Background: an optimization exercise with open tools, aiming at small area, a short achievable clock period and few clock cycles per item. Do not read the settings as production practice.
Only simulation tests tie the RTL to the original design; equivalence was not proved.

// fft1024
module fft1024
(
    input clk,
    input rst_n,
    input start,
    output reg finish,
    input clear,
    input [31:0] dout0,
    output reg oce0,
    output reg ce0,
    output reg wre0,
    output reg [10:0] ad0,
    output reg [31:0] din0,
    input [31:0] dout1,
    output reg oce1,
    output reg ce1,
    output reg wre1,
    output reg [10:0] ad1,
    output reg [31:0] din1,
    input [15:0] dout_w,
    output reg oce_w,
    output reg ce_w,
    output reg [10:0] ad_w
);
Size: ~4000 cells after synthesis, about 190 I/O pins, about 0.034 mm^2 of cells after synthesis.
Settings: LEC_CHECK=0, ABC_AREA=1, CAP_MARGIN=20, CORE_MARGIN=2, CORE_UTILIZATION=60, PLACE_DENSITY=0.7, SLEW_MARGIN=20; clock period 16.0 ns.
standard.sh (not shown) runs the stock make flow with config.mk's settings and CLKGATE_MAP_FILE= SYNTH_SCRIPT=/design/flow/synth_recipe.tcl, a recipe that flattens the netlist after the stock synthesis.
==> flow/flow/run.sh <==
#!/bin/bash
set -o pipefail
export BUFFER_PORTS_ARGS="-buffer_cell sky130_fd_sc_hd__buf_2"
cp standard.sh standard_copy.txt 2>/dev/null
bash standard.sh > standard.log 2>&1
Testbench counts at the start, summed over its fixed seeds: cycles 123,000, ffts 12.
Rerun with:
Settings changed: CORE_UTILIZATION 60 to 40, PLACE_DENSITY 0.7 to not set.
What happened: Global-route usage drops by 8.8 points; cell area climbs by about 1.8%; setup slack is worse by 0.085 ns; clock skew climbs by 0.014 ns; fmax drops by 1.9%; final cell count climbs by 7.8%; area after synthesis stays the same; via count drops by 1.0%; register-to-register slack is worse by 0.07 ns; clock-buffer cell count climbs by 3.

---

fft1024, a different RTL version from the one above (not shown whole).
For scale: about 3400 cells after synthesis, about 390 flip-flops, about 190 I/O pins.
## fft1024
module fft1024
(
    input clk,
    input rst_n,
    input start,
    output reg finish,
    input clear,
    input [31:0] dout0,
    output reg oce0,
    output reg ce0,
    output reg wre0,
    output reg [10:0] ad0,
    output reg [31:0] din0,
    input [31:0] dout1,
    output reg oce1,
    output reg ce1,
    output reg wre1,
    output reg [10:0] ad1,
    output reg [31:0] din1,
    input [15:0] dout_w,
    output reg oce_w,
    output reg ce_w,
    output reg [10:0] ad_w
);
clock: 16.0 ns
lec_check: 0
cap_margin: 50
core_margin: 2
core_utilization: 40
slew_margin: 75
Scripts as last shown in full above: flow/flow/run.sh
Testbench counts at the start, summed over its fixed seeds: cycles 122,976, ffts 12.
Change:
--- a/flow/config.mk
+++ b/flow/config.mk
@@ -6,6 +6,9 @@
 export NUM_CORES = 4
 export LEC_CHECK = 0
-export CAP_MARGIN = 50
+export ABC_AREA = 1
+export CAP_MARGIN = 20
 export CORE_MARGIN = 2
 export CORE_UTILIZATION = 40
-export SLEW_MARGIN = 75
+export CTS_CLUSTER_DIAMETER = 60
+export CTS_CLUSTER_SIZE = 30
+export SLEW_MARGIN = 20
Routed wire length climbs by 9.9%.
Final area is higher by 0.43%.
Maximum frequency increases by 1.6%.
Clock skew grows by 0.016 ns.
Hold slack loses 0.0041 ns.
Final cell count is higher by 15%.
Area after synthesis goes up by 4.5%.
Non-clock buffer count is lower by 114.
Flip-flop and latch count is unchanged.
Change:
--- a/flow/config.mk
+++ b/flow/config.mk
@@ -6,9 +6,6 @@
 export NUM_CORES = 4
 export LEC_CHECK = 0
-export ABC_AREA = 1
 export CAP_MARGIN = 20
 export CORE_MARGIN = 2
 export CORE_UTILIZATION = 40
-export CTS_CLUSTER_DIAMETER = 60
-export CTS_CLUSTER_SIZE = 30
-export SLEW_MARGIN = 20
+export SLEW_MARGIN = 60
=> The changed run went through all stages and came out clean; area after synthesis came out lower by a few percent; maximum frequency came out lower by a few percent; clock-buffer cell count came out higher by 21; non-clock buffer count came out higher by 49; cell area came out lower by a few percent; routed wire length came out lower by roughly a tenth; first-iteration DRC count came out lower by a quarter to a third; utilization came out higher by 0.55 points.
Change:
--- a/flow/config.mk
+++ b/flow/config.mk
@@ -6,6 +6,7 @@
 export NUM_CORES = 4
 export LEC_CHECK = 0
+export ABC_AREA = 1
 export CAP_MARGIN = 20
 export CORE_MARGIN = 2
 export CORE_UTILIZATION = 40
-export SLEW_MARGIN = 60
+export SLEW_MARGIN = 20
Worst setup slack is better by 0.17 ns.
Synthesized cell count rose by 22%.
Global-route usage increases by 1.4 points.
Critical path depth fell by 16.

[separate check: timing with driven ports]
How much do the figures lean on ideal ports? The routed layouts below were timed once more, with nothing changed but the port constraints. Step 1 sets driving cells, clkbuf_16 on the clock port and buf_2 on the other inputs (assumed; they add their load-dependent delay and slew). Step 2 times the ports against the registers' clock, not the clock port: input delays grow and output delays shrink by t, the midpoint of the rising clock arrivals with the driver on. a / b / c = ideal ports / drivers / drivers and shift; a / b = the first two.
run	shift t [ns]	setup slack, ns	worst setup path at the end	worst data-port slew with drivers (ns)	cell pins on the clock port's net
the first run of note 1	0.655	11.680 / 11.615 / 11.555	input to register	0.04	1
the second run of note 1	0.667	11.595 / 11.524 / 11.649	register to register	0.06	1
the first run of note 2	0.665	11.563 / 11.562 / 11.563	register to register	0.07	1
the second run of note 2	0.674	11.634 / 11.567 / 11.703	register to register	0.04	1
the third run of note 2	0.651	11.475 / 11.475 / 11.475	register to register	0.07	1
the fourth run of note 2	0.686	11.647 / 11.578 / 11.718	register to register	0.04	1
After both steps every run listed still meets setup and hold. For the first run of note 1, which loses most, drivers alone change the setup slack by -0.065 ns; drivers and shift together by -0.125 ns.
